Background: an optimization exercise with open tools, aiming at small area. Do not read the settings as production practice. Function was checked by simulation only, so behaviour that the tests miss may differ from the original. Power is estimated from default activity; no workload was simulated.

### flow/config.mk
export PLATFORM = sky130hd
export DESIGN_NAME = cpu
export DESIGN_NICKNAME = cpu
export VERILOG_FILES = /design/flow/design.v
export SDC_FILE = /design/flow/constraint.sdc
export NUM_CORES = 4
export LEC_CHECK = 0
export CAP_MARGIN = 20
export CORE_MARGIN = 2
export CORE_UTILIZATION = 55
export CTS_BUF_LIST = sky130_fd_sc_hd__clkbuf_8 sky130_fd_sc_hd__clkbuf_16
export CTS_CLUSTER_DIAMETER = 100
export CTS_CLUSTER_SIZE = 30
export SLEW_MARGIN = 20
export SYNTH_HIERARCHICAL = 1
### flow/constraint.sdc
create_clock -name core_clock -period 8.0 [get_ports {clk}]
set_input_delay 1.6000 -clock core_clock [delete_from_list [all_inputs] [get_ports {clk}]]
set_output_delay 1.6000 -clock core_clock [all_outputs]
set_load 0.01 [all_outputs]
### flow/design.v
module Reg_row (
    input  logic        clk,
    input  logic        we,
    input  logic        nwe,
    input  logic [31:0] WD,
    output logic [31:0] q
);
    always_ff @(posedge clk)
        q <= (WD & {32{we}}) | (q & {32{nwe}});
endmodule
module Reg_file (
    input  logic        clk,
    input  logic [4:0]  AD1,
    input  logic [4:0]  AD2,
    input  logic [4:0]  AD3,
    input  logic        WE3,
    input  logic [31:0] WD3,
    input  logic        ImmSel,
    input  logic [31:0] Imm,
    output logic [31:0] RD1,
    output logic [31:0] RD2,
    output logic [31:0] a0
);
    logic [31:0] q   [1:31];
    logic [31:0] s1, s2;
    logic [31:1] we, nwe;
    always_comb begin
        s1[0] = 1'b0;
        s2[0] = ImmSel;
        for (int i = 1; i < 32; i++) begin
            s1[i]  = AD1 == i;
            s2[i]  = !ImmSel && AD2 == i;
            we[i]  = WE3 && AD3 == i;
            nwe[i] = !(WE3 && AD3 == i);
        end
    end
    genvar k, b;
    generate
        for (k = 1; k < 32; k = k + 1) begin : row
            Reg_row r (
                .clk (clk),
                .we  (we[k]),
                .nwe (nwe[k]),
                .WD  (WD3),
                .q   (q[k])
            );
        end
        for (b = 0; b < 32; b = b + 1) begin : bit_
            logic [31:0] d1, d2;
            assign d1[0] = 1'b0;
            assign d2[0] = Imm[b];
            for (k = 1; k < 32; k = k + 1) begin : col
                assign d1[k] = q[k][b];
                assign d2[k] = q[k][b];
            end
            Rd_bit31 p1 (.d (d1[31:1]), .sel (s1[31:1]), .y (RD1[b]));
            Rd_bit p2 (.d (d2), .sel (s2), .y (RD2[b]));
        end
    endgenerate
    assign a0 = q[10];
endmodule
module alu_ (
    input  logic [31:0] ALUop1,
    input  logic [31:0] ALUop2,
    output logic [31:0] ALUout,
    output logic        NE
);
    assign ALUout = ALUop1 + ALUop2;
    assign NE     = ALUop1 != ALUop2;
endmodule
module Ao222n (
    input  logic [2:0] d,
    input  logic [2:0] s,
    output logic       y
);
    assign y = ~|(d & s);
endmodule
module Ao22n (
    input  logic [1:0] d,
    input  logic [1:0] s,
    output logic       y
);
    assign y = ~|(d & s);
endmodule
module Rd_bit (
    input  logic [31:0] d,
    input  logic [31:0] sel,
    output logic        y
);
    logic [10:0] n;
    genvar g;
    generate
        for (g = 0; g < 10; g = g + 1) begin : grp
            Ao222n a (.d (d[3*g +: 3]), .s (sel[3*g +: 3]), .y (n[g]));
        end
    endgenerate
    Ao22n last (.d (d[31:30]), .s (sel[31:30]), .y (n[10]));
    assign y = ~&n;
endmodule
module Rd_bit31 (
    input  logic [31:1] d,
    input  logic [31:1] sel,
    output logic        y
);
    logic [10:0] n;
    genvar g;
    generate
        for (g = 0; g < 10; g = g + 1) begin : grp
            Ao222n a (.d (d[3*g+1 +: 3]), .s (sel[3*g+1 +: 3]), .y (n[g]));
        end
    endgenerate
    assign n[10] = ~(d[31] & sel[31]);
    assign y = ~&n;
endmodule
module ALU (
    input  logic        clk,
    input  logic        ALUsrc,
    input  logic [31:0] ImmOp,
    input  logic        WE3,
    input  logic [4:0]  AD1,
    input  logic [4:0]  AD2,
    input  logic [4:0]  AD3,
    output logic        NE,
    output logic [31:0] a0
);
    logic [31:0] ALUop1, ALUop2, ALUout;
    alu_ addralu (
        .ALUop1 (ALUop1),
        .ALUop2 (ALUop2),
        .ALUout (ALUout),
        .NE     (NE)
    );
    Reg_file regfile (
        .clk    (clk),
        .AD1    (AD1),
        .AD2    (AD2),
        .AD3    (AD3),
        .WE3    (WE3),
        .WD3    (ALUout),
        .ImmSel (ALUsrc),
        .Imm    (ImmOp),
        .RD1    (ALUop1),
        .RD2    (ALUop2),
        .a0     (a0)
    );
endmodule
module PC_Reg (
    input  logic [31:1] next_PC,
    input  logic        rst,
    input  logic        clk,
    output logic [31:1] PC
);
    always_ff @(posedge clk, posedge rst)
        if (rst)
            PC <= 31'b0;
        else
            PC <= next_PC;
endmodule
module Ha (
    input  logic a,
    input  logic b,
    output logic s,
    output logic co
);
    assign {co, s} = a + b;
endmodule
module Fa (
    input  logic a,
    input  logic b,
    input  logic ci,
    output logic s,
    output logic co
);
    assign {co, s} = a + b + ci;
endmodule
module Countermux (
    input  logic [31:1] PC,
    input  logic [12:1] OffB,
    input  logic        PCsrc,
    output logic [31:1] next_PC
);
    logic [12:2] inc;           
    logic [13:2] ic;            
    logic [12:1] br;            
    logic [13:1] bc;            
    logic [31:13] dec;          
    logic [32:13] db;           
    genvar i;
    assign ic[2] = 1'b1;
    generate
        for (i = 2; i < 13; i = i + 1) begin : incr
            Ha h (.a (PC[i]), .b (ic[i]), .s (inc[i]), .co (ic[i+1]));
        end
    endgenerate
    assign br[1] = PC[1] ^ OffB[1];
    assign bc[2] = PC[1] & OffB[1];
    generate
        for (i = 2; i < 13; i = i + 1) begin : badd
            Fa f (.a (PC[i]), .b (OffB[i]), .ci (bc[i]), .s (br[i]), .co (bc[i+1]));
        end
    endgenerate
    assign db[13] = 1'b1;
    generate
        for (i = 13; i < 32; i = i + 1) begin : decr
            assign dec[i]  = PC[i] ^ db[i];
            assign db[i+1] = ~PC[i] & db[i];
        end
    endgenerate
    logic up, dn;
    assign up = PCsrc ? (bc[13] & ~OffB[12]) : ic[13];
    assign dn = PCsrc & ~bc[13] & OffB[12];
    logic [31:13] hinc;
    logic [32:13] hc;
    assign hc[13] = 1'b1;
    generate
        for (i = 13; i < 32; i = i + 1) begin : hincr
            Ha h (.a (PC[i]), .b (hc[i]), .s (hinc[i]), .co (hc[i+1]));
        end
    endgenerate
    assign next_PC[1]     = PCsrc ? br[1] : PC[1];
    assign next_PC[12:2]  = PCsrc ? br[12:2] : inc[12:2];
    assign next_PC[31:13] = up ? hinc : (dn ? dec : PC[31:13]);
endmodule
module toppc (
    input  logic [12:1] OffB,
    input  logic        rst,
    input  logic        PCsrc,
    input  logic        clk,
    output logic [31:0] PC
);
    logic [31:1] next_PC, PC_q;
    Countermux Countermux (
        .PC      (PC_q),
        .OffB    (OffB),
        .next_PC (next_PC),
        .PCsrc   (PCsrc)
    );
    PC_Reg PC_Reg (
        .rst     (rst),
        .next_PC (next_PC),
        .clk     (clk),
        .PC      (PC_q)
    );
    assign PC = {PC_q, 1'b0};
endmodule
module SignEx (
    input  logic [31:0] instr,
    output logic [31:0] ImmI,
    output logic [12:1] OffB
);
    assign ImmI = {{20{instr[31]}}, instr[31:20]};
    assign OffB = {instr[31], instr[7], instr[30:25], instr[11:8]};
endmodule
module ControlUnit (
    input  logic [31:0] instr,
    input  logic        NE,
    output logic        RegWrite,
    output logic        ALUsrc,
    output logic        PCsrc
);
    assign RegWrite = ~instr[6];            
    assign ALUsrc   = ~instr[5];            
    assign PCsrc    = instr[6] & NE;        
endmodule
module cpu #(
    parameter A_WIDTH = 32,
              D_WIDTH = 32
)(
    input  logic               clk,
    input  logic               rst,
    input  logic [D_WIDTH-1:0] instr,
    output logic [A_WIDTH-1:0] pc,
    output logic [D_WIDTH-1:0] a0
);
    logic [31:0] PC_q;
    logic        PCsrc, ALUsrc, NE, regwrite;
    logic [31:0] ImmI;
    logic [12:1] OffB;
    assign pc = PC_q;
    SignEx immext (
        .instr (instr),
        .ImmI  (ImmI),
        .OffB  (OffB)
    );
    toppc pc_unit (
        .clk   (clk),
        .rst   (rst),
        .PC    (PC_q),
        .PCsrc (PCsrc),
        .OffB  (OffB)
    );
    ControlUnit controlunit (
        .instr    (instr),
        .NE       (NE),
        .RegWrite (regwrite),
        .ALUsrc   (ALUsrc),
        .PCsrc    (PCsrc)
    );
    ALU alublock (
        .clk    (clk),
        .ALUsrc (ALUsrc),
        .ImmOp  (ImmI),
        .WE3    (regwrite & ~rst),
        .AD1    (instr[19:15]),
        .AD2    (instr[24:20]),
        .AD3    (instr[11:7]),
        .NE     (NE),
        .a0     (a0)
    );
endmodule
### flow/run.sh
#!/bin/bash
# synth_recipe.tcl (not shown) runs the flow's synth.tcl, then flattens the netlist and writes it again
# the make line also repeats each setting of config.mk as NAME=value (left out here)
make -C /OpenROAD-flow-scripts/flow DESIGN_CONFIG=/design/flow/config.mk WORK_HOME=/design/flow/orfs CLKGATE_MAP_FILE= SYNTH_SCRIPT=/design/flow/synth_recipe.tcl finish
==> metrics.yaml, run 1 <==
die_w_um: 290.5
yosysWarnings: 10
power.density_nw_per_um2: 237.6
clock_latency_on_the_worst_skew_pair_ns: 0.68
core_area_um2: 81720
clk_root_buffer_cell: "sky130_fd_sc_hd__clkbuf_16"
postSynthRegisterBits: 1023
cp_num_buf_inv: 4
routed_wl_um: 232000
slew_viol_final: 0
netlist_top_cells_area: "sky130_fd_sc_hd__dfxtp_1 (44%), sky130_fd_sc_hd__a22o_1 (18%), sky130_fd_sc_hd__a222oi_1 (14%)"
grt_pass1_vias: 43490
area_growth_syn_to_layout_pct: 8.701
overflow: 0
rsz0062_at_grt: "false"
synth_cell_types: 85
timing.setup.critical_path_class: "input port to register"
power.static_leakage_nw: 18.69
yosysSeqAreaShare_pct: 45.70
post_cts.resized_instances: 0
drive_above_1_share_pct: 14.27
cts_sinks: 1023
final_antenna_net_count: 0
worst_endpoint_required_time_ns: 8.60
tritoncts: "yes"
crit_path_cell_trace: "clkdlybuf4s50_1 > nand4bb_1 > nor3_2 > buf_4 > a222oi_1 > nand4_1 > or3_1 > ha_1 > buf_4 > a21oi_1 > nor3_1 > nor2_1 > a21oi_1 > a21boi_0 > xnor2_2 > buf_4 > a22o_1"
netlist.area_leader.share_pct: 43.98
synth-async-reset-ratio_pct: 3.030
wire_length_on_met1_um: 77450
outcome: "timing/DRC/antenna clean"
worst_slack_after_detailed_placement_ns: 0.1933
post_synth_instance_area_um2: 45160
initial_utilization_pct: 55.26
die_y_um: 290.5
highest_layer: "met5"
routed-wl-met3_um: 41990
timing.final.hold_violations: 0
post-route-worst-setup-slack_ns: 0.7479
fp-row-count: 105
hold_start: "alublock.regfile.row[8].r.q[18]"
postCtsSetupBuffers: 0
grt_first_pass_wirelength_um: 320300
vias_per_cell: 9.019
dpl.hpwl_um: 143200
final_layout_worst_hold_slack_ns: 0.5146
ff2ff_path_depth: 15
r2r-end: "pc_unit.PC_Reg.PC[26]"
fin_nets: 4108
cap_viol_max_count: 0
skew_ns: 0.04178
grt_util_all_layers_pct: 52.44
synth_area_leader_cell: "sky130_fd_sc_hd__dfxtp_1"
htree_levels: 2
worstSetupEndpointType: "register"
first_pass_iters: 15
setup_viol: 0
port-buffer-count: 88
cpLargestDelayFamily: "simple AND/OR/NAND/NOR gates"
hold-path-cell-count: 1
filler_cell_count: 6761
post-route-util_pct: 60.07
cts_inserted_buffers: 42
drc_errors: 0
cpPeakStageDelay_ns: 0.99
clk_path_buf_depth: 3
timing.setup.tns_ns: 0
totalPowerFinal_mw: 11.66
synth_edf_count: 0
worstMarginPinSlew_ns: 1.307
met2_length_um: 89660
syn-mean-instance-area_um2: 11.64
critical_path.most_common_cell: "sky130_fd_sc_hd__buf_4"
final.min_clock_period_ns: 7.252
drt_iter0_drc: 11410
max-slew-margin-rel_pct: 12.69
cell_with_the_largest_stage_delay_on_the_worst_path: "sky130_fd_sc_hd__nor3_2"
cp_max_fo: 31
cp.depth: 17
top_level_ports: 98
final_min_period_over_clock_period_pct: 90.65
via_count: 45760
ff2ff_setup_slack_ns: 1.71
rr_startpoint: "pc_unit.PC_Reg.PC[1]"
post_synth_inst_count: 3879
timing.hold.worst.class: "register to register"
critical_path_arrival_ns: 7.86
floorplan.die_area_um2: 84410
post_drt_wl_per_cell_um: 45.73
place_congestion: 1.076
maximum_number_of_pins_on_one_net_before_global_route_repair: 33
synth-main-ff-cell: "sky130_fd_sc_hd__dfxtp_1"
clock.fmax_mhz: 137.9
clk_pin_slew_ns: 0.12
number_of_buffers_inserted_for_hold_repair_after_clock_tree_synthesis: 0
ir_drop_uv: 180.7
timing.hold.worst_endpoint: "alublock.regfile.row[8].r.q[18]"
timing.critical_path.from_type: "input port"
grt_antenna_before_repair: 5
-- layer usage --
metal,global-route usage [%],vias up
li1,-,17160
met1,62.52,22060
met2,71.27,5049
met3,26.42,1483
met4,40.02,6
met5,1.815,-
-- state kept, by name, summed over array words and instances (netlist names) --
register,cells
alublock.regfile.row.r.q,992
pc_unit.PC_Reg.PC,31
-- per-module statistics from Yosys, one instance, submodules excluded, a selection --
module / times used / flip-flops and latches
Rd_bit31: 32 / 0
Fa: 11 / 0
Ao22n: 32 / 0
Rd_bit: 32 / 0
Reg_file: 1 / 0
Ha: 30 / 0
alu_: 1 / 0
Countermux: 1 / 0
-- power breakdown --
| part | internal (mW) | switching [mW] |
|---|---|---|
| Sequential | 5.78 | 0.681 |
| Combinational | 1.03 | 1.37 |
| Clock | 1.05 | 1.75 |
| Total | 7.86 | 3.80 |
-- placed cells by master (no fill, tap or decap), types with 7 or more instances in the layout --
| cell | instances |
|---|---|
| sky130_fd_sc_hd__a2111o_1 | 32 |
| sky130_fd_sc_hd__a211oi_1 | 16 |
| sky130_fd_sc_hd__a21o_1 | 7 |
| sky130_fd_sc_hd__a21oi_1 | 45 |
| sky130_fd_sc_hd__a222oi_1 | 640 |
| sky130_fd_sc_hd__a22o_1 | 930 |
| sky130_fd_sc_hd__a22o_2 | 62 |
| sky130_fd_sc_hd__a22oi_2 | 32 |
| sky130_fd_sc_hd__buf_12 | 29 |
| sky130_fd_sc_hd__buf_4 | 217 |
| sky130_fd_sc_hd__clkbuf_16 | 43 |
| sky130_fd_sc_hd__clkdlybuf4s50_1 | 87 |
| sky130_fd_sc_hd__dfrtp_1 | 31 |
| sky130_fd_sc_hd__dfxtp_1 | 992 |
| sky130_fd_sc_hd__diode_2 | 9 |
| sky130_fd_sc_hd__fa_1 | 12 |
| sky130_fd_sc_hd__ha_1 | 79 |
| sky130_fd_sc_hd__inv_1 | 33 |
| sky130_fd_sc_hd__mux2_2 | 14 |
| sky130_fd_sc_hd__nand2_1 | 103 |
| sky130_fd_sc_hd__nand2_2 | 8 |
| sky130_fd_sc_hd__nand2b_1 | 17 |
| sky130_fd_sc_hd__nand3_1 | 39 |
| sky130_fd_sc_hd__nand4_1 | 136 |
| sky130_fd_sc_hd__nor2_1 | 36 |
| sky130_fd_sc_hd__nor2_4 | 82 |
| sky130_fd_sc_hd__nor2b_1 | 22 |
| sky130_fd_sc_hd__nor3_1 | 10 |
| sky130_fd_sc_hd__nor4_1 | 10 |
| sky130_fd_sc_hd__o21ai_0 | 13 |
| sky130_fd_sc_hd__o22ai_1 | 13 |
| sky130_fd_sc_hd__or3_1 | 34 |
| sky130_fd_sc_hd__xnor2_2 | 21 |
-- cells by family (layout without fill, tap and decap cells) --
logic type	count (synthesis)	count (layout)	synth area share, %
AOI/OAI and AO/OA	1846	1846	37.63
DFF	1023	1023	45.70
and+or+nand+nor	563	563	6.733
buffers and inverters	308	422	6.218
adders and majority gates	91	91	2.721
xor gates and xnor gates	31	31	0.6179
muxes	15	15	0.3713
other	2	12	0.01663
-- final cells by class --
type / count / area, um2 / share of cell area (%)
repair buffers: 335 / 3100 / 6.317
clock inverters: 11 / 138.9 / 0.2829
well taps: 1070 / 1339 / 2.727
clock buffers: 44 / 1090 / 2.220
multi-input cells: 2549 / 22640 / 46.12
inverters: 32 / 120.1 / 0.2447
flip-flops and latches: 1023 / 20630 / 42.04
diodes: 9 / 22.52 / 0.04588
-- stage by stage --
step | instance area [um2] | instances
2_1_floorplan | 45170 | 3880
3_3_place_gp | 47720 | 5004
3_5_place_dp | 47770 | 5006
4_1_cts | 49000 | 5061
5_1_grt | 49060 | 5064
6_report | 49080 | 5073
-- how the worst max path moves through the flow --
stage | start | end | slack, ns
finish | instr[22] | alublock.regfile.row[11].r.q[17] | 0.75
detailed placement | instr[8] | pc_unit.PC_Reg.PC[16] | 0.19
global route | instr[8] | pc_unit.PC_Reg.PC[16] | 0.54
global placement | instr[8] | pc_unit.PC_Reg.PC[16] | 0.29
CTS | instr[8] | pc_unit.PC_Reg.PC[26] | 0.80
floorplan | instr[5] | alublock.regfile.row[10].r.q[16] | 0.39
-- synth_stat cells, drive strengths merged, types with 32 or more instances --
cell type,n
buf,262
a222oi,640
a22o,992
or3,34
nand4,136
nor2,124
a22oi,32
nand2,111
nand3,39
dfxtp,992
a21oi,47
inv,32
ha,79
a2111o,32
==> run 2: changes to the inputs <==
--- a/flow/design.v
+++ b/flow/design.v
@@ -59,14 +59,138 @@
     endgenerate
     assign a0 = q[10];
 endmodule
+module Pg (
+    input  logic a,
+    input  logic b,
+    output logic g,
+    output logic p
+);
+    assign {g, p} = a + b;
+endmodule
+module Gc (
+    input  logic gh,
+    input  logic ph,
+    input  logic gl,
+    output logic g
+);
+    assign g = gh | (ph & gl);
+endmodule
+module Bc (
+    input  logic gh,
+    input  logic ph,
+    input  logic gl,
+    input  logic pl,
+    output logic g,
+    output logic p
+);
+    assign g = gh | (ph & gl);
+    assign p = ph & pl;
+endmodule
 module alu_ (
     input  logic [31:0] ALUop1,
     input  logic [31:0] ALUop2,
     output logic [31:0] ALUout,
     output logic        NE
 );
-    assign ALUout = ALUop1 + ALUop2;
-    assign NE     = ALUop1 != ALUop2;
+    logic [31:0] g, p, c;
+    logic wn0_g, wn10_g, wn10_p, wn11_g, wn11_p, wn12_g, wn12_p, wn13_g, wn13_p, wn14_g, wn14_p, wn15_g, wn15_p, wn16_g, wn17_g, wn17_p, wn18_g, wn18_p, wn19_g, wn19_p, wn1_g, wn1_p, wn20_g, wn20_p, wn21_g, wn21_p, wn22_g, wn22_p, wn23_g, wn23_p, wn24_g, wn25_g, wn25_p, wn26_g, wn26_p, wn27_g, wn27_p, wn28_g, wn29_g, wn29_p, wn2_g, wn2_p, wn30_g, wn31_g, wn32_g, wn33_g, wn34_g, wn35_g, wn36_g, wn37_g, wn38_g, wn39_g, wn3_g, wn3_p, wn40_g, wn41_g, wn42_g, wn43_g, wn44_g, wn45_g, wn46_g, wn47_g, wn48_g, wn49_g, wn4_g, wn4_p, wn50_g, wn51_g, wn52_g, wn53_g, wn54_g, wn55_g, wn56_g, wn5_g, wn5_p, wn6_g, wn6_p, wn7_g, wn7_p, wn8_g, wn8_p, wn9_g, wn9_p;
+    genvar i;
+    generate
+        for (i = 0; i < 32; i = i + 1) begin : bitpg
+            Pg pg (.a (ALUop1[i]), .b (ALUop2[i]), .g (g[i]), .p (p[i]));
+        end
+    endgenerate
+    Gc n0 (.gh (g[1]), .ph (p[1]), .gl (g[0]), .g (wn0_g));
+    Bc n1 (.gh (g[3]), .ph (p[3]), .gl (g[2]), .pl (p[2]), .g (wn1_g), .p (wn1_p));
+    Bc n2 (.gh (g[5]), .ph (p[5]), .gl (g[4]), .pl (p[4]), .g (wn2_g), .p (wn2_p));
+    Bc n3 (.gh (g[7]), .ph (p[7]), .gl (g[6]), .pl (p[6]), .g (wn3_g), .p (wn3_p));
+    Bc n4 (.gh (g[9]), .ph (p[9]), .gl (g[8]), .pl (p[8]), .g (wn4_g), .p (wn4_p));
+    Bc n5 (.gh (g[11]), .ph (p[11]), .gl (g[10]), .pl (p[10]), .g (wn5_g), .p (wn5_p));
+    Bc n6 (.gh (g[13]), .ph (p[13]), .gl (g[12]), .pl (p[12]), .g (wn6_g), .p (wn6_p));
+    Bc n7 (.gh (g[15]), .ph (p[15]), .gl (g[14]), .pl (p[14]), .g (wn7_g), .p (wn7_p));
+    Bc n8 (.gh (g[17]), .ph (p[17]), .gl (g[16]), .pl (p[16]), .g (wn8_g), .p (wn8_p));
+    Bc n9 (.gh (g[19]), .ph (p[19]), .gl (g[18]), .pl (p[18]), .g (wn9_g), .p (wn9_p));
+    Bc n10 (.gh (g[21]), .ph (p[21]), .gl (g[20]), .pl (p[20]), .g (wn10_g), .p (wn10_p));
+    Bc n11 (.gh (g[23]), .ph (p[23]), .gl (g[22]), .pl (p[22]), .g (wn11_g), .p (wn11_p));
+    Bc n12 (.gh (g[25]), .ph (p[25]), .gl (g[24]), .pl (p[24]), .g (wn12_g), .p (wn12_p));
+    Bc n13 (.gh (g[27]), .ph (p[27]), .gl (g[26]), .pl (p[26]), .g (wn13_g), .p (wn13_p));
+    Bc n14 (.gh (g[29]), .ph (p[29]), .gl (g[28]), .pl (p[28]), .g (wn14_g), .p (wn14_p));
+    Bc n15 (.gh (g[31]), .ph (p[31]), .gl (g[30]), .pl (p[30]), .g (wn15_g), .p (wn15_p));
+    Gc n16 (.gh (wn1_g), .ph (wn1_p), .gl (wn0_g), .g (wn16_g));
+    Bc n17 (.gh (wn3_g), .ph (wn3_p), .gl (wn2_g), .pl (wn2_p), .g (wn17_g), .p (wn17_p));
+    Bc n18 (.gh (wn5_g), .ph (wn5_p), .gl (wn4_g), .pl (wn4_p), .g (wn18_g), .p (wn18_p));
+    Bc n19 (.gh (wn7_g), .ph (wn7_p), .gl (wn6_g), .pl (wn6_p), .g (wn19_g), .p (wn19_p));
+    Bc n20 (.gh (wn9_g), .ph (wn9_p), .gl (wn8_g), .pl (wn8_p), .g (wn20_g), .p (wn20_p));
+    Bc n21 (.gh (wn11_g), .ph (wn11_p), .gl (wn10_g), .pl (wn10_p), .g (wn21_g), .p (wn21_p));
+    Bc n22 (.gh (wn13_g), .ph (wn13_p), .gl (wn12_g), .pl (wn12_p), .g (wn22_g), .p (wn22_p));
+    Bc n23 (.gh (wn15_g), .ph (wn15_p), .gl (wn14_g), .pl (wn14_p), .g (wn23_g), .p (wn23_p));
+    Gc n24 (.gh (wn17_g), .ph (wn17_p), .gl (wn16_g), .g (wn24_g));
+    Bc n25 (.gh (wn19_g), .ph (wn19_p), .gl (wn18_g), .pl (wn18_p), .g (wn25_g), .p (wn25_p));
+    Bc n26 (.gh (wn21_g), .ph (wn21_p), .gl (wn20_g), .pl (wn20_p), .g (wn26_g), .p (wn26_p));
+    Bc n27 (.gh (wn23_g), .ph (wn23_p), .gl (wn22_g), .pl (wn22_p), .g (wn27_g), .p (wn27_p));
+    Gc n28 (.gh (wn25_g), .ph (wn25_p), .gl (wn24_g), .g (wn28_g));
+    Bc n29 (.gh (wn27_g), .ph (wn27_p), .gl (wn26_g), .pl (wn26_p), .g (wn29_g), .p (wn29_p));
+    Gc n30 (.gh (wn29_g), .ph (wn29_p), .gl (wn28_g), .g (wn30_g));
+    Gc n31 (.gh (wn26_g), .ph (wn26_p), .gl (wn28_g), .g (wn31_g));
+    Gc n32 (.gh (wn18_g), .ph (wn18_p), .gl (wn24_g), .g (wn32_g));
+    Gc n33 (.gh (wn20_g), .ph (wn20_p), .gl (wn28_g), .g (wn33_g));
+    Gc n34 (.gh (wn22_g), .ph (wn22_p), .gl (wn31_g), .g (wn34_g));
+    Gc n35 (.gh (wn2_g), .ph (wn2_p), .gl (wn16_g), .g (wn35_g));
+    Gc n36 (.gh (wn4_g), .ph (wn4_p), .gl (wn24_g), .g (wn36_g));
+    Gc n37 (.gh (wn6_g), .ph (wn6_p), .gl (wn32_g), .g (wn37_g));
+    Gc n38 (.gh (wn8_g), .ph (wn8_p), .gl (wn28_g), .g (wn38_g));
+    Gc n39 (.gh (wn10_g), .ph (wn10_p), .gl (wn33_g), .g (wn39_g));
+    Gc n40 (.gh (wn12_g), .ph (wn12_p), .gl (wn31_g), .g (wn40_g));
+    Gc n41 (.gh (wn14_g), .ph (wn14_p), .gl (wn34_g), .g (wn41_g));
+    Gc n42 (.gh (g[2]), .ph (p[2]), .gl (wn0_g), .g (wn42_g));
+    Gc n43 (.gh (g[4]), .ph (p[4]), .gl (wn16_g), .g (wn43_g));
+    Gc n44 (.gh (g[6]), .ph (p[6]), .gl (wn35_g), .g (wn44_g));
+    Gc n45 (.gh (g[8]), .ph (p[8]), .gl (wn24_g), .g (wn45_g));
+    Gc n46 (.gh (g[10]), .ph (p[10]), .gl (wn36_g), .g (wn46_g));
+    Gc n47 (.gh (g[12]), .ph (p[12]), .gl (wn32_g), .g (wn47_g));
+    Gc n48 (.gh (g[14]), .ph (p[14]), .gl (wn37_g), .g (wn48_g));
+    Gc n49 (.gh (g[16]), .ph (p[16]), .gl (wn28_g), .g (wn49_g));
+    Gc n50 (.gh (g[18]), .ph (p[18]), .gl (wn38_g), .g (wn50_g));
+    Gc n51 (.gh (g[20]), .ph (p[20]), .gl (wn33_g), .g (wn51_g));
+    Gc n52 (.gh (g[22]), .ph (p[22]), .gl (wn39_g), .g (wn52_g));
+    Gc n53 (.gh (g[24]), .ph (p[24]), .gl (wn31_g), .g (wn53_g));
+    Gc n54 (.gh (g[26]), .ph (p[26]), .gl (wn40_g), .g (wn54_g));
+    Gc n55 (.gh (g[28]), .ph (p[28]), .gl (wn34_g), .g (wn55_g));
+    Gc n56 (.gh (g[30]), .ph (p[30]), .gl (wn41_g), .g (wn56_g));
+    assign c[0] = 1'b0;
+    assign c[1] = g[0];
+    assign c[2] = wn0_g;
+    assign c[3] = wn42_g;
+    assign c[4] = wn16_g;
+    assign c[5] = wn43_g;
+    assign c[6] = wn35_g;
+    assign c[7] = wn44_g;
+    assign c[8] = wn24_g;
+    assign c[9] = wn45_g;
+    assign c[10] = wn36_g;
+    assign c[11] = wn46_g;
+    assign c[12] = wn32_g;
+    assign c[13] = wn47_g;
+    assign c[14] = wn37_g;
+    assign c[15] = wn48_g;
+    assign c[16] = wn28_g;
+    assign c[17] = wn49_g;
+    assign c[18] = wn38_g;
+    assign c[19] = wn50_g;
+    assign c[20] = wn33_g;
+    assign c[21] = wn51_g;
+    assign c[22] = wn39_g;
+    assign c[23] = wn52_g;
+    assign c[24] = wn31_g;
+    assign c[25] = wn53_g;
+    assign c[26] = wn40_g;
+    assign c[27] = wn54_g;
+    assign c[28] = wn34_g;
+    assign c[29] = wn55_g;
+    assign c[30] = wn41_g;
+    assign c[31] = wn56_g;
+    assign ALUout = p ^ c;
+    assign NE     = |p;
 endmodule
 module Ao222n (
     input  logic [2:0] d,
@@ -183,8 +307,6 @@
     logic [13:2] ic;            
     logic [12:1] br;            
     logic [13:1] bc;            
-    logic [31:13] dec;          
-    logic [32:13] db;           
     genvar i;
     assign ic[2] = 1'b1;
     generate
@@ -199,27 +321,21 @@
             Fa f (.a (PC[i]), .b (OffB[i]), .ci (bc[i]), .s (br[i]), .co (bc[i+1]));
         end
     endgenerate
-    assign db[13] = 1'b1;
+    logic [32:13] a, z;
+    logic         up, dn;
+    assign a[13] = 1'b1;
+    assign z[13] = 1'b1;
     generate
-        for (i = 13; i < 32; i = i + 1) begin : decr
-            assign dec[i]  = PC[i] ^ db[i];
-            assign db[i+1] = ~PC[i] & db[i];
+        for (i = 13; i < 32; i = i + 1) begin : flip
+            assign a[i+1] = a[i] & PC[i];
+            assign z[i+1] = z[i] & ~PC[i];
+            assign next_PC[i] = PC[i] ^ ((up & a[i]) | (dn & z[i]));
         end
     endgenerate
-    logic up, dn;
     assign up = PCsrc ? (bc[13] & ~OffB[12]) : ic[13];
     assign dn = PCsrc & ~bc[13] & OffB[12];
-    logic [31:13] hinc;
-    logic [32:13] hc;
-    assign hc[13] = 1'b1;
-    generate
-        for (i = 13; i < 32; i = i + 1) begin : hincr
-            Ha h (.a (PC[i]), .b (hc[i]), .s (hinc[i]), .co (hc[i+1]));
-        end
-    endgenerate
     assign next_PC[1]     = PCsrc ? br[1] : PC[1];
     assign next_PC[12:2]  = PCsrc ? br[12:2] : inc[12:2];
-    assign next_PC[31:13] = up ? hinc : (dn ? dec : PC[31:13]);
 endmodule
 module toppc (
     input  logic [12:1] OffB,
==> flow/flow/run.sh (new file) <==
#!/bin/bash
set -euo pipefail
export RECOVER_POWER=100
export BUFFER_PORTS_ARGS="-buffer_cell sky130_fd_sc_hd__buf_1"
bash standard.sh > flow.log 2>&1
==> flow/standard.sh (new file) <==
#!/bin/bash
# synth_recipe.tcl (not shown) runs the flow's synth.tcl, then flattens the netlist and writes it again
# the make line also repeats each setting of config.mk as NAME=value (left out here)
make -C /OpenROAD-flow-scripts/flow DESIGN_CONFIG=/design/flow/config.mk WORK_HOME=/design/flow/orfs CLKGATE_MAP_FILE= SYNTH_SCRIPT=/design/flow/synth_recipe.tcl "${@:-finish}"
==> flow/config.mk (replaced) <==
export PLATFORM = sky130hd
export DESIGN_NAME = cpu
export DESIGN_NICKNAME = cpu
export VERILOG_FILES = /design/flow/design.v
export SDC_FILE = /design/flow/constraint.sdc
export NUM_CORES = 4
export LEC_CHECK = 0
export CAP_MARGIN = 20
export CORE_MARGIN = 2
export CORE_UTILIZATION = 45
export CTS_BUF_LIST = sky130_fd_sc_hd__clkbuf_16
export CTS_CLUSTER_DIAMETER = 80
export CTS_CLUSTER_SIZE = 25
export SLEW_MARGIN = 20
export SYNTH_HIERARCHICAL = 1
removed: flow/run.sh
==> run 2 against run 1 <==
  * Now fails the layout checks on max-capacitance violations, max-slew violations
  * Count of clock-buffer cells in the layout rose by 9
  * Combinational power down 12%
  * Synthesized cell count down 5.8%
  * Register-to-register slack lost 0.14 ns
  * Critical path depth up 3
  * Utilization shrank 11 points
  * Worst setup slack worse by 0.46 ns
  * Die area grew 18%
  * Power grew 3.3%
  * First-iteration DRC count up 2.0%
  * Clock power increased by about 20%
  * Fmax fell by 6.0%
  * Critical path type unchanged
  * Largest cell class unchanged
  * Largest power group unchanged
==> metrics.yaml, run 2 <==
outcome: "failed layout checks"
check.faults: "max-capacitance violations, max-slew violations"
clk_root_buffer_cell: "sky130_fd_sc_hd__clkbuf_16"
cts_sinks: 1023  # unchanged
final_layout_worst_hold_slack_ns: 0.5070  # -0.007611 ns
post_cts.resized_instances: 0  # unchanged
most_common_cell_after_layout_fill_and_taps_aside: "sky130_fd_sc_hd__dfxtp_1"
finalInstanceArea_um2: 47630  # -3.0%
via_count: 42420  # -7.3%
timing.hold.worst.class: "register to register"
grtUsageMet3_pct: 16.37  # -10 points
synth_area_leader_cell: "sky130_fd_sc_hd__dfxtp_1"
hold_start: "alublock.regfile.row[7].r.q[19]"
htree_levels: 2  # unchanged
power.static_leakage_nw: 18.30  # -2.1%
dpl.hpwl_um: 129100  # -9.9%
tritoncts: "yes"
first_pass_iters: 13  # -2
overflow: 0  # unchanged
hold-path-cell-count: 1  # unchanged
synth_cell_types: 62  # -27%
r2r-end: "pc_unit.PC_Reg.PC[31]"
layout_common_cells: "sky130_fd_sc_hd__dfxtp_1 (992), sky130_fd_sc_hd__a22o_1 (930), sky130_fd_sc_hd__a222oi_1 (640), sky130_fd_sc_hd__buf_4 (161), sky130_fd_sc_hd__nand4_1 (135)"
ff2ff_path_depth: 17  # +2
grt_pass1_vias: 39270  # -9.7%
post_drt_wl_per_cell_um: 43.39  # -5.1%
vias_per_cell: 8.376  # -7.1%
ir_drop_uv: 159.8  # -12%
netlist_top_cells_area: "sky130_fd_sc_hd__dfxtp_1 (45%), sky130_fd_sc_hd__a22o_1 (19%), sky130_fd_sc_hd__a222oi_1 (15%)"
number_of_buffers_inserted_for_hold_repair_after_clock_tree_synthesis: 0  # unchanged
worstMarginPinSlew_ns: 2.701  # +1.395 ns
worstSetupEndpointType: "register"
clock.fmax_mhz: 129.6  # -6.0%
cp_max_fo: 31  # unchanged
post-route-util_pct: 49.33  # -11 points
netlist.area_leader.share_pct: 45.34  # +1.4 points
fp-row-count: 114  # +8.6%
crit_path_cell_trace: "clkbuf_1 > or4b_1 > nor3_4 > clkbuf_1 > a222oi_1 > nand4_1 > or3_1 > ha_1 > a21o_1 > a21o_1 > a21o_1 > a21o_1 > a21o_1 > clkbuf_1 > a21o_1 > clkbuf_1 > a21o_1 > xor2_1 > buf_12 > a22o_2"
yosysWarnings: 10  # unchanged
area_growth_syn_to_layout_pct: 8.752  # about the same
floorplan.die_area_um2: 99850  # +18%
final.min_clock_period_ns: 7.715  # +0.4624 ns
ff2ff_setup_slack_ns: 1.57  # -0.14 ns
cts_inserted_buffers: 52  # +24%
regMostFlops: "alublock.regfile.row.r.q"
initial_utilization_pct: 45.36  # -9.9 points
timing.critical_path.from_type: "input port"
post_synth_instance_area_um2: 43800  # -3.0%
grtUsageMet2_pct: 58.70  # -13 points
grt_util_all_layers_pct: 42.34  # -10 points
worst_endpoint_required_time_ns: 8.66  # +0.06 ns
top_level_ports: 98  # unchanged
clk_pin_slew_ns: 0.10  # -0.02 ns
rsz0062_at_grt: "false"
syn-mean-instance-area_um2: 11.99  # +3.0%
postCtsSetupBuffers: 0  # unchanged
synth-main-ff-cell: "sky130_fd_sc_hd__dfxtp_1"
drc_errors: 0  # unchanged
clock_latency_on_the_worst_skew_pair_ns: 0.72  # +0.04 ns
drive_above_1_share_pct: 13.95  # -0.32 points
post_synth_inst_count: 3654  # -5.8%
cell_with_the_largest_stage_delay_on_the_worst_path: "sky130_fd_sc_hd__clkbuf_1"
synth-async-reset-ratio_pct: 3.030  # unchanged
yosysSeqAreaShare_pct: 47.11  # +1.4 points
timing.setup.critical_path_class: "input port to register"
grt_busiest_layer: "met2"
routed_wl_um: 219800  # -5.3%
grt_antenna_before_repair: 5  # unchanged
gr-usage-met1_pct: 54.81  # -7.7 points
timing.hold.worst_endpoint: "alublock.regfile.row[7].r.q[19]"
cpPeakStageDelay_ns: 1.04  # +0.05 ns
timing.setup.tns_ns: 0  # unchanged
rr_startpoint: "pc_unit.PC_Reg.PC[1]"
fin_nets: 3848  # -6.3%
die_w_um: 316.0  # +8.8%
netlist_top_cells_count: "sky130_fd_sc_hd__dfxtp_1 (992), sky130_fd_sc_hd__a22o_1 (930), sky130_fd_sc_hd__a222oi_1 (640)"
skew_ns: 0.03128  # -0.01050 ns
final_min_period_over_clock_period_pct: 96.43  # +5.8 points
synth_edf_count: 0  # unchanged
power.density_nw_per_um2: 252.9  # +6.4%
place_congestion: 1.018  # -5.4%
grt_first_pass_wirelength_um: 301900  # -5.7%
critical_path.most_common_cell: "sky130_fd_sc_hd__a21o_1"
clk_path_buf_depth: 3  # unchanged
filler_cell_count: 8713  # +29%
port-buffer-count: 88  # unchanged
timing.final.hold_violations: 0  # unchanged
setup_viol: 0  # unchanged
final_antenna_net_count: 0  # unchanged
die_y_um: 316.0  # +8.8%
placement.cell_area_um2: 46150  # -3.4%
critical_path_arrival_ns: 8.37  # +0.51 ns
slew_viol_final: 224  # +224
cap_viol_max_count: 7  # +7
biggestRegsByFlops: "alublock.regfile.row.r.q: 992 flops, pc_unit.PC_Reg.PC: 31 flops"
drt_iter0_drc: 11640  # +2.0%
max-slew-margin-rel_pct: -80.69  # -93 points
core_area_um2: 96570  # +18%
postSynthRegisterBits: 1023  # unchanged
maximum_number_of_pins_on_one_net_before_global_route_repair: 33  # unchanged
largest_register_ff_count: 992  # unchanged
totalPowerFinal_mw: 12.05  # +3.3%
synth.most_common_cell: "sky130_fd_sc_hd__dfxtp_1"
-- run 2: changes by cell type in the layout (fill, tap and decap cells not counted), moves of 19 or more --
cell | previous run | this run
sky130_fd_sc_hd__a21oi_1 | 45 | 3
sky130_fd_sc_hd__nor2b_1 | 22 | 3
sky130_fd_sc_hd__ha_1 | 79 | 44
sky130_fd_sc_hd__inv_1 | 33 | 6
sky130_fd_sc_hd__xnor2_2 | 21 | 0
sky130_fd_sc_hd__clkbuf_1 | 0 | 35
sky130_fd_sc_hd__buf_1 | 0 | 82
sky130_fd_sc_hd__nor2_1 | 36 | 7
sky130_fd_sc_hd__buf_4 | 217 | 161
sky130_fd_sc_hd__a21o_1 | 7 | 52
sky130_fd_sc_hd__nand2_1 | 103 | 46
sky130_fd_sc_hd__clkdlybuf4s50_1 | 87 | 0
sky130_fd_sc_hd__and2_1 | 6 | 25
-- run 2: critical path, delay by kind of cell --
kind            cells  cell delay [ns]
xor+xnor            1             0.24
compound gates      9             2.22
buf+inv             5             2.55
simple gates        4             1.48
fa+ha+maj           1             0.23
-- run 2: layer usage --
layer  part of all wire [%]  up-vias
li1                       -    16390
met1                     36    20640
met2                     40     4307
met3                     16     1077
met4                    7.9        2
met5                 0.0055        -
-- run 2: cell families (layout without fill, tap and decap cells) --
logic type / after synthesis / in the layout / synth area share (%)
AO/OA/AOI/OAI: 1767 / 1767 / 37.64
flip-flops: 1023 / 1023 / 47.11
AND/OR/NAND/NOR: 481 / 481 / 6.207
buffers and inverters: 261 / 391 / 5.887
adder cells (fa/ha/maj): 55 / 55 / 1.760
XOR/XNOR: 51 / 51 / 1.020
multiplexers: 14 / 14 / 0.3542
other: 2 / 6 / 0.01715
-- run 2: Yosys stat by module (local to each module, per instance), excerpt --
module | flops+latches | copies in the design
Countermux | 0 | 1
Reg_row | 32 | 31
Gc | 0 | 30
Rd_bit31 | 0 | 32
PC_Reg | 31 | 1
Ao222n | 0 | 640
Rd_bit | 0 | 32
ControlUnit | 0 | 1
Fa | 0 | 11
Ao22n | 0 | 32
SignEx | 0 | 1
-- run 2: metrics by stage --
| step | worst slack (ns) | instances |
|---|---|---|
| floorplan | 0.2142 | 3654 |
| global placement | 0.3473 | 4980 |
| detailed placement | 0.3466 | 4980 |
| CTS | 1.022 | 5059 |
| global route | 0.4064 | 5061 |
| finish | 0.2855 | 5064 |
-- run 2: worst max-delay path by stage --
stage	slack [ns]	end	from	depth (start not counted)
6_report	0.29	alublock.regfile.row[4].r.q[29]	instr[20]	20
5_1_grt	0.41	alublock.regfile.row[7].r.q[19]	instr[20]	18
4_1_cts	1.02	pc_unit.PC_Reg.PC[26]	instr[8]	18
3_5_place_dp	0.35	pc_unit.PC_Reg.PC[31]	instr[8]	18
3_3_place_gp	0.35	pc_unit.PC_Reg.PC[26]	instr[8]	18
2_1_floorplan	0.21	alublock.regfile.row[10].r.q[31]	instr[5]	17
-- run 2: area by class of cell --
| class | count | area (um2) | area share, % |
|---|---|---|---|
| flip-flops and latches | 1023 | 20630 | 43.32 |
| multi-input cells | 2370 | 21470 | 45.08 |
| clock inverters | 26 | 381.6 | 0.8011 |
| repair buffers | 309 | 2201 | 4.620 |
| clock buffers | 53 | 1326 | 2.784 |
| well taps | 1276 | 1597 | 3.352 |
| diodes | 4 | 10.01 | 0.02101 |
| inverters | 3 | 11.26 | 0.02364 |
-- run 2: where the power goes --
part           switching [mW]  internal [mW]
clock                    1.89           1.46
sequential              0.743           5.83
combinational            1.26          0.850
==> run 3: changes to the inputs <==
==> flow/run.sh (new file) <==
#!/bin/bash
# synth_recipe.tcl (not shown) runs the flow's synth.tcl, then flattens the netlist and writes it again
# the make line also repeats each setting of config.mk as NAME=value (left out here)
make -C /OpenROAD-flow-scripts/flow DESIGN_CONFIG=/design/flow/config.mk WORK_HOME=/design/flow/orfs CLKGATE_MAP_FILE= SYNTH_SCRIPT=/design/flow/synth_recipe.tcl finish
--- a/flow/config.mk
+++ b/flow/config.mk
@@ -7,9 +7,10 @@
 export LEC_CHECK = 0
 export CAP_MARGIN = 20
 export CORE_MARGIN = 2
-export CORE_UTILIZATION = 45
+export CORE_UTILIZATION = 25
 export CTS_BUF_LIST = sky130_fd_sc_hd__clkbuf_16
 export CTS_CLUSTER_DIAMETER = 80
 export CTS_CLUSTER_SIZE = 25
+export PLACE_DENSITY = 0.35
 export SLEW_MARGIN = 20
 export SYNTH_HIERARCHICAL = 1
removed: flow/flow/run.sh
removed: flow/standard.sh
==> run 3 against run 2 <==
  * Global-route usage is 12 points lower
  * Synthesized cell count is the same
  * Critical path type unchanged
  * Now clean on timing, DRC and antenna
  * Via count fell by 0.69%
  * Critical endpoint is now pc_unit.PC_Reg.PC[28]
  * First-iteration DRC count down 22%
  * Utilization is 19 points lower
  * Power grew 14%
  * Critical path depth shrank 2
==> metrics.yaml, run 3 <==
skew_ns: 0.04740  # +0.01612 ns
power.density_nw_per_um2: 265.3  # +4.9%
slew_viol_final: 0  # -100%
drc_errors: 0  # unchanged
final_antenna_net_count: 0  # unchanged
grt_pass1_vias: 39950  # +1.7%
final.min_clock_period_ns: 7.590  # -0.1242 ns
fin_nets: 3935  # +2.3%
cap_viol_max_count: 0  # -7
critical_path.most_common_cell: "sky130_fd_sc_hd__buf_4"
synth.most_common_cell: "sky130_fd_sc_hd__dfxtp_1"
tritoncts: "yes"
post_cts.resized_instances: 0  # unchanged
worst_endpoint_required_time_ns: 8.63  # -0.03 ns
cts_inserted_buffers: 85  # +63%
clk_pin_slew_ns: 0.07  # -0.03 ns
synth-main-ff-cell: "sky130_fd_sc_hd__dfxtp_1"
vias_per_cell: 6.741  # -20%
most_common_cell_after_layout_fill_and_taps_aside: "sky130_fd_sc_hd__dfxtp_1"
timing.hold.worst.class: "register to register"
area_growth_syn_to_layout_pct: 18.63
rr_startpoint: "pc_unit.PC_Reg.PC[1]"
post-route-util_pct: 29.86  # -19 points
yosysWarnings: 10  # unchanged
final_layout_worst_hold_slack_ns: 0.4720  # -0.03505 ns
regMostFlops: "alublock.regfile.row.r.q"
post_synth_instance_area_um2: 43800  # unchanged
number_of_buffers_inserted_for_hold_repair_after_clock_tree_synthesis: 0  # unchanged
rsz0062_at_grt: "false"
power.sequential.fraction_pct: 48.1  # -6.5 points
clk_path_buf_depth: 3  # unchanged
drive_above_1_share_pct: 18.15  # +4.2 points
synth_cell_types: 62  # unchanged
via_count: 42130  # -0.69%
ff2ff_path_depth: 18  # +1
cp_num_buf_inv: 4  # -1
setup_viol: 0  # unchanged
timing.setup.tns_ns: 0  # unchanged
biggestRegsByFlops: "alublock.regfile.row.r.q: 992 flops, pc_unit.PC_Reg.PC: 31 flops"
postSynthRegisterBits: 1023  # unchanged
postCtsSetupBuffers: 0  # unchanged
clock_latency_on_the_worst_skew_pair_ns: 0.75  # +0.03 ns
comb_power_share_pct: 17.8  # +0.3 points
drt_iter0_drc: 9126  # -22%
first_pass_iters: 13  # unchanged
internal_power_mw: 9.118  # +12%
post_synth_inst_count: 3654  # unchanged
clk_root_buffer_cell: "sky130_fd_sc_hd__clkbuf_16"
crit_path_cell_trace: "clkdlybuf4s50_1 > nand4bb_1 > nor2_4 > buf_4 > a222oi_1 > nand3_1 > or3_1 > ha_1 > nor4_1 > buf_4 > nand4_1 > buf_4 > or2_1 > and2_1 > nand2b_1 > a2111o_1 > o32ai_1 > xor2_1"
p_sw_mw: 4.668  # +20%
core_area_um2: 174000  # +80%
overflow: 0  # unchanged
yosysSeqAreaShare_pct: 47.11  # unchanged
synth-async-reset-ratio_pct: 3.030  # unchanged
grt_first_pass_wirelength_um: 370200  # +23%
timing.final.hold_violations: 0  # unchanged
worstSetupEndpointType: "register"
largest_register_ff_count: 992  # unchanged
place_congestion: 0.8825  # -13%
netlist_top_cells_count: "sky130_fd_sc_hd__dfxtp_1 (992), sky130_fd_sc_hd__a22o_1 (930), sky130_fd_sc_hd__a222oi_1 (640)"
cpPeakStageDelay_ns: 1.10  # +0.06 ns
dpl.hpwl_um: 169100  # +31%
synth_area_leader_cell: "sky130_fd_sc_hd__dfxtp_1"
syn-mean-instance-area_um2: 11.99  # unchanged
layout_common_cells: "sky130_fd_sc_hd__dfxtp_1 (992), sky130_fd_sc_hd__a22o_1 (930), sky130_fd_sc_hd__a222oi_1 (640), sky130_fd_sc_hd__buf_4 (216), sky130_fd_sc_hd__nand4_1 (135)"
timing.setup.critical_path_class: "input port to register"
post-route-worst-setup-slack_ns: 0.4097  # +0.1242 ns
hold-path-cell-count: 1  # unchanged
cts_sinks: 1023  # unchanged
clock.fmax_mhz: 131.7  # +1.6%
worst_slack_after_detailed_placement_ns: -0.1415  # -0.4880 ns
timing.critical_path.from_type: "input port"
ir_drop_uv: 161.5  # +1.0%
sw_frac_of_total_pct: 33.86  # +1.5 points
max-slew-margin-rel_pct: 15.29  # +96 points
routed_wl_um: 279500  # +27%
grt_antenna_before_repair: 9  # +4
grt_util_all_layers_pct: 30.01  # -12 points
htree_levels: 3  # +1
final_min_period_over_clock_period_pct: 94.88  # -1.6 points
cp_max_fo: 17  # -45%
netlist_top_cells_area: "sky130_fd_sc_hd__dfxtp_1 (45%), sky130_fd_sc_hd__a22o_1 (19%), sky130_fd_sc_hd__a222oi_1 (15%)"
fp-row-count: 153  # +34%
r2r-end: "pc_unit.PC_Reg.PC[22]"
critical_path_arrival_ns: 8.22  # -0.15 ns
maximum_number_of_pins_on_one_net_before_global_route_repair: 33  # unchanged
die_w_um: 422.6  # +34%
clk_pwr_share_pct: 34.1  # +6.2 points
post_drt_wl_per_cell_um: 44.72  # +3.1%
netlist.area_leader.share_pct: 45.34  # unchanged
floorplan.die_area_um2: 178600  # +79%
cp.depth: 18  # -10%
hold_start: "pc_unit.PC_Reg.PC[31]"
top_level_ports: 98  # unchanged
worstMarginPinSlew_ns: 1.268  # -1.434 ns
port-buffer-count: 88  # unchanged
power.static_leakage_nw: 19.92  # +8.8%
cpLargestDelayFamily: "simple AND/OR/NAND/NOR gates"
initial_utilization_pct: 25.17  # -20 points
synth_edf_count: 0  # unchanged
die_y_um: 422.6  # +34%
outcome: "timing/DRC/antenna clean"
ff2ff_setup_slack_ns: 1.63  # +0.06 ns
filler_cell_count: 17690  # +100%
timing.hold.worst_endpoint: "pc_unit.PC_Reg.PC[31]"
cell_with_the_largest_stage_delay_on_the_worst_path: "sky130_fd_sc_hd__nor2_4"
[run 3: power groups by stage]
stage	sequential (mW)	clock (mW)	combinational (mW)
finish	6.63	4.70	2.46
global route	6.72	4.93	2.63
CTS	6.60	4.76	2.43
detailed placement	6.71	0	2.43
global placement	6.73	0	2.43
floorplan	6.45	0	1.36
[run 3: cell type report]
type / count / area (um2) / area share (%)
Sequential cell: 1023 / 20630 / 39.71
Timing Repair Buffer: 363 / 3694 / 7.108
Tap cell: 2325 / 2909 / 5.599
Multi-Input combinational cell: 2370 / 21690 / 41.75
Antenna cell: 6 / 15.01 / 0.02890
Clock inverter: 73 / 852.1 / 1.640
Clock buffer: 86 / 2152 / 4.142
Inverter: 3 / 11.26 / 0.02167
[run 3: kinds of logic after synthesis]
logic type	Yosys count	share of synthesized area, %
buffers and inverters	261	5.887
DFF	1023	47.11
AOI/OAI and AO/OA	1767	37.64
and+or+nand+nor	481	6.207
xor gates and xnor gates	51	1.020
adders and majority gates	55	1.760
muxes	14	0.3542
other	2	0.01715
[run 3: worst reg2reg max path: stages, from the launching register on]
cell and delay (ns):
sky130_fd_sc_hd__dfrtp_1 0.44, sky130_fd_sc_hd__ha_1 0.22, sky130_fd_sc_hd__fa_1 0.39, sky130_fd_sc_hd__fa_1 0.40
sky130_fd_sc_hd__fa_1 0.39, sky130_fd_sc_hd__fa_1 0.41, sky130_fd_sc_hd__fa_1 0.42, sky130_fd_sc_hd__fa_1 0.41
sky130_fd_sc_hd__fa_1 0.40, sky130_fd_sc_hd__fa_1 0.40, sky130_fd_sc_hd__fa_1 0.39, sky130_fd_sc_hd__fa_1 0.40
sky130_fd_sc_hd__fa_1 0.40, sky130_fd_sc_hd__buf_4 0.15, sky130_fd_sc_hd__nor4b_1 0.29, sky130_fd_sc_hd__buf_4 0.18
sky130_fd_sc_hd__and3_1 0.29, sky130_fd_sc_hd__mux2i_1 0.14, sky130_fd_sc_hd__xnor2_1 0.14
[run 3: per-layer routing]
layer | track usage, % | vias to the layer above | routed length [um]
li1 | - | 16640 | -
met1 | 38.63 | 21700 | 112700
met2 | 47.10 | 3075 | 124700
met3 | 6.069 | 707 | 24870
met4 | 16.01 | 4 | 17120
met5 | 0 | - | 27
[run 3: how the worst max path moves through the flow]
| stage | start | to |
|---|---|---|
| CTS | instr[8] | pc_unit.PC_Reg.PC[26] |
| floorplan | instr[5] | alublock.regfile.row[10].r.q[31] |
| global placement | instr[8] | pc_unit.PC_Reg.PC[26] |
| detailed placement | instr[8] | pc_unit.PC_Reg.PC[26] |
| finish | instr[23] | pc_unit.PC_Reg.PC[28] |
| global route | instr[8] | pc_unit.PC_Reg.PC[26] |
[run 3: Yosys stat by module, one instance, submodules excluded, a selection]
module    flip-flops and latches  cells
Pg                             0      1
Fa                             0      1
Ao222n                         0      1
PC_Reg                        31     32
Ha                             0      1
Reg_row                       32     70
Reg_file                       0    191
Gc                             0      1
Bc                             0      2
[run 3: per-stage QoR]
stage | cells | instance area [um2] | power [mW]
after floorplan | 3654 | 43800 | 7.804
after global placement | 6079 | 48830 | 9.154
after detailed placement | 6084 | 48940 | 9.139
after CTS | 6243 | 51940 | 13.80
after global routing | 6243 | 51940 | 14.29
final | 6249 | 51960 | 13.79
==> run 4: changes to the inputs <==
--- a/flow/config.mk
+++ b/flow/config.mk
@@ -7,10 +7,10 @@
 export LEC_CHECK = 0
 export CAP_MARGIN = 20
 export CORE_MARGIN = 2
-export CORE_UTILIZATION = 25
+export CORE_UTILIZATION = 30
 export CTS_BUF_LIST = sky130_fd_sc_hd__clkbuf_16
 export CTS_CLUSTER_DIAMETER = 80
 export CTS_CLUSTER_SIZE = 25
-export PLACE_DENSITY = 0.35
+export PLACE_DENSITY = 0.45
 export SLEW_MARGIN = 20
 export SYNTH_HIERARCHICAL = 1
==> run 4 against run 3 <==
  * Still clean on timing, DRC and antenna
  * Global-route usage grew 2.1 points
  * Clock skew increased by 0.0020 ns
  * Routed wire length down 11%
  * First-iteration DRC count rose by 7.1%
  * Worst setup slack better by 0.062 ns
  * Critical endpoint is now pc_unit.PC_Reg.PC[29]
  * Largest power group unchanged
==> metrics.yaml, run 4 <==
outcome: "timing/DRC/antenna clean"
die_y_um: 386.1  # -8.6%
post_synth_inst_count: 3654  # unchanged
power.sequential.fraction_pct: 51.3  # +3.2 points
clock.fmax_mhz: 132.8  # +0.83%
floorplan.die_area_um2: 149100  # -17%
filler_cell_count: 14510  # -18%
fin_nets: 3911  # -0.61%
clk_root_buffer_cell: "sky130_fd_sc_hd__clkbuf_16"
timing.hold.worst.class: "register to register"
final_min_period_over_clock_period_pct: 94.10  # -0.78 points
synth_fa_ha_area_share_pct: 1.760  # unchanged
post_cts.resized_instances: 0  # unchanged
placement.cell_area_um2: 48020  # -1.9%
via_count: 42400  # +0.66%
synth_top_family_by_area: "compound AO/OA/AOI/OAI gates"
worst_setup_path_startpoint: "instr[20]"
netlist_top_cells_area: "sky130_fd_sc_hd__dfxtp_1 (45%), sky130_fd_sc_hd__a22o_1 (19%), sky130_fd_sc_hd__a222oi_1 (15%)"
grt_util_all_layers_pct: 32.07  # +2.1 points
power.density_nw_per_um2: 256.0  # -3.5%
totalPowerFinal_mw: 12.88  # -6.6%
synth.most_common_cell: "sky130_fd_sc_hd__dfxtp_1"
number_of_buffers_inserted_for_hold_repair_after_clock_tree_synthesis: 0  # unchanged
internal_power_mw: 8.585  # -5.8%
grt_first_pass_wirelength_um: 335300  # -9.4%
finalInstanceArea_um2: 50290  # -3.2%
final_antenna_net_count: 0  # unchanged
postSynthRegisterBits: 1023  # unchanged
comb_power_share_pct: 18.5  # +0.7 points
vias_per_cell: 7.317  # +8.5%
sw_frac_of_total_pct: 33.33  # -0.54 points
postCtsSetupBuffers: 0  # unchanged
cap_viol_max_count: 0  # unchanged
post_synth_instance_area_um2: 43800  # unchanged
worst_slack_after_detailed_placement_ns: -0.2765  # -0.1350 ns
cp_max_fo: 9  # -8
share_of_the_synthesized_area_in_compound_gates_ao_oa_aoi_oai_pct: 37.64  # unchanged
hold_start: "pc_unit.PC_Reg.PC[31]"
htree_levels: 2  # -1
cpLargestDelayFamily: "simple AND/OR/NAND/NOR gates"
maximum_number_of_pins_on_one_net_before_global_route_repair: 33  # unchanged
setup_viol: 0  # unchanged
timing.final.hold_violations: 0  # unchanged
post_drt_wl_per_cell_um: 42.88  # -4.1%
worstSetupEndpointType: "register"
timing.critical_path.to: "pc_unit.PC_Reg.PC[29]"
drt_iter0_drc: 9770  # +7.1%
cpPeakStageDelay_ns: 0.88  # -0.22 ns
ir_drop_uv: 159.1  # -1.5%
cp.depth: 21  # +3
slew_viol_final: 0  # unchanged
timing.setup.critical_path_class: "input port to register"
final_layout_worst_hold_slack_ns: 0.4708  # -0.001198 ns
clk_pwr_share_pct: 30.2  # -3.9 points
overflow: 0  # unchanged
seqCellArea_um2: 20630  # unchanged
grt_pass1_vias: 39720  # -0.57%
drc_errors: 0  # unchanged
synth-main-ff-cell: "sky130_fd_sc_hd__dfxtp_1"
routed_wl_um: 248500  # -11%
worstMarginPinSlew_ns: 1.279  # +0.01145 ns
yosysSeqAreaShare_pct: 47.11  # unchanged
clk_path_buf_depth: 3  # unchanged
cts_inserted_buffers: 61  # -28%
netlist_top_cells_count: "sky130_fd_sc_hd__dfxtp_1 (992), sky130_fd_sc_hd__a22o_1 (930), sky130_fd_sc_hd__a222oi_1 (640)"
rsz0062_at_grt: "false"
netlist.area_leader.share_pct: 45.34  # unchanged
clock_latency_on_the_worst_skew_pair_ns: 0.77  # +0.02 ns
drive_above_1_share_pct: 17.17  # -0.98 points
synth-simple-area-share_pct: 6.207  # unchanged
core_area_um2: 145400  # -16%
port-buffer-count: 88  # unchanged
regMostFlops: "alublock.regfile.row.r.q"
multi_input_comb_area_um2: 21620  # -0.31%
synth_area_leader_cell: "sky130_fd_sc_hd__dfxtp_1"
worst_endpoint_required_time_ns: 8.62  # about the same
layout_common_cells: "sky130_fd_sc_hd__dfxtp_1 (992), sky130_fd_sc_hd__a22o_1 (930), sky130_fd_sc_hd__a222oi_1 (640), sky130_fd_sc_hd__buf_4 (239), sky130_fd_sc_hd__nand4_1 (135)"
final.min_clock_period_ns: 7.528  # -0.06212 ns
tritoncts: "yes"
crit_path_cell_trace: "clkdlybuf4s50_1 > buf_4 > nand2_1 > nor2_4 > buf_4 > a222oi_1 > nand4_1 > or3_1 > ha_1 > nor4_1 > buf_4 > nand4_1 > buf_4 > or2_1 > and2_1 > nand2b_1 > buf_4 > a2111oi_4 > buf_4 > a32oi_1 > xnor2_1"
die_w_um: 386.1  # -8.6%
timing.critical_path.from_type: "input port"
cts_sinks: 1023  # unchanged
cp_num_buf_inv: 7  # +3
critical_path_arrival_ns: 8.15  # -0.07 ns
post-route-worst-setup-slack_ns: 0.4718  # +0.06212 ns
biggestRegsByFlops: "alublock.regfile.row.r.q: 992 flops, pc_unit.PC_Reg.PC: 31 flops"
yosys.area_share.xor_xnor_pct: 1.020  # unchanged
area_growth_syn_to_layout_pct: 14.82
place_congestion: 0.9536  # +8.1%
max-slew-margin-rel_pct: 14.53  # -0.77 points
rr_startpoint: "pc_unit.PC_Reg.PC[1]"
r2r-end: "pc_unit.PC_Reg.PC[26]"
initial_utilization_pct: 30.13  # +5.0 points
syn-mean-instance-area_um2: 11.99  # unchanged
synth_cell_types: 62  # unchanged
first_pass_iters: 14  # +1
synth_edf_count: 0  # unchanged
largest_register_ff_count: 992  # unchanged
power.static_leakage_nw: 19.30  # -3.1%
cell_with_the_largest_stage_delay_on_the_worst_path: "sky130_fd_sc_hd__a222oi_1"
yosysWarnings: 10  # unchanged
ff2ff_setup_slack_ns: 1.57  # -0.06 ns
fp-row-count: 140  # -8.5%
p_sw_mw: 4.291  # -8.1%
skew_ns: 0.04942  # +0.002019 ns
multiplexer_fraction_of_the_synthesized_cell_area_pct: 0.3542  # unchanged
critical_path.most_common_cell: "sky130_fd_sc_hd__buf_4"
ff2ff_path_depth: 18  # unchanged
top_level_ports: 98  # unchanged
grt_antenna_before_repair: 9  # unchanged
dpl.hpwl_um: 149300  # -12%
most_common_cell_after_layout_fill_and_taps_aside: "sky130_fd_sc_hd__dfxtp_1"
clk_pin_slew_ns: 0.08  # about the same
synth-async-reset-ratio_pct: 3.030  # unchanged
[run 4: cell counts after synthesis]
Identical to the previous run, type by type.
[run 4: cell type report]
| cell class | instances | area share, % |
|---|---|---|
| well taps | 1917 | 4.769 |
| clock buffers | 61 | 3.035 |
| inverters | 3 | 0.02239 |
| flip-flops and latches | 1023 | 41.03 |
| multi-input cells | 2370 | 43.00 |
| repair buffers | 363 | 6.787 |
| diodes | 5 | 0.02488 |
| clock inverters | 53 | 1.333 |
[run 4: metal layers]
layer,track usage (%),vias up,routed length (um)
met5,0,-,0
met3,9.152,744,31400
met2,46.36,3592,102900
met4,15.78,0,14000
li1,-,16550,-
met1,43.47,21520,100200
[run 4: kinds of logic (layout without fill, tap and decap cells)]
kind of cell,after synthesis,in the layout
compound gates,1767,1767
flops,1023,1023
simple gates,481,481
buf+inv,261,480
fa+ha+maj,55,55
xor+xnor,51,51
mux,14,14
other cells,2,7
[run 4: per-stage QoR]
stage               setup TNS, ns  utilization [%]  std cells
floorplan                       0                -       3654
global placement           -1.652            33.01       5673
detailed placement         -2.619            33.03       5674
CTS                             0            34.54       5788
global route                    0            34.58       5791
finish                          0            34.59       5795
[run 4: power groups by stage]
stage	registers [mW]	logic, mW	clock network (mW)
floorplan	6.45	1.36	0
global placement	6.69	2.31	0
detailed placement	6.68	2.34	0
CTS	6.57	2.34	3.91
global route	6.69	2.55	4.09
finish	6.60	2.38	3.89
[run 4: how the worst min path moves through the flow]
| stage | endpoint | slack (ns) | cells after the start |
|---|---|---|---|
| 6_report | pc_unit.PC_Reg.PC[31] | 0.47 | 1 |
| 5_1_grt | pc_unit.PC_Reg.PC[31] | 0.49 | 1 |
| 4_1_cts | pc_unit.PC_Reg.PC[31] | 0.48 | 1 |
| 3_5_place_dp | pc_unit.PC_Reg.PC[31] | 0.47 | 1 |
| 3_3_place_gp | pc_unit.PC_Reg.PC[31] | 0.47 | 1 |
| 2_1_floorplan | alublock.regfile.row[12].r.q[0] | 0.46 | 1 |
[run 4: per-module statistics from Yosys (local to each module, per instance), a selection]
module / times used / cells / flip-flops and latches
Reg_file: 1 / 191 / 0
Countermux: 1 / 112 / 0
alu_: 1 / 43 / 0
Rd_bit31: 32 / 4 / 0
Rd_bit: 32 / 4 / 0
Bc: 22 / 2 / 0
ControlUnit: 1 / 3 / 0
cpu: 1 / 1 / 0
Pg: 32 / 1 / 0
toppc: 1 / 2 / 0
Ao222n: 640 / 1 / 0
Gc: 30 / 1 / 0

==> port drivers added, routing unchanged <==
Ports are ideal in the flow. The routed layouts listed here were re-timed in OpenROAD.
Step 1, drivers: a clkbuf_16 drives clk and a buf_2 each remaining input, both assumed.
Step 2 also shifts input and output timing later by t, the mid clock arrival at the registers, as if the neighbouring blocks saw the same clock.
a / b / c = ideal / step 1 / step 2; a / b = the first two.
run | t, ns | setup WS [ns] | cell pins on the clock port's net
run 1 | 0.729 | 0.748 / 0.758 / 0.029 | 1
run 2 | 0.772 | 0.285 / 0.293 / -0.479 | 1
run 3 | 0.814 | 0.410 / 0.451 / -0.362 | 1
run 4 | 0.830 | 0.472 / 0.521 / -0.308 | 1
The setup slack of run 4, which loses most, moves by +0.049 ns with the drivers and by -0.780 ns with both steps.
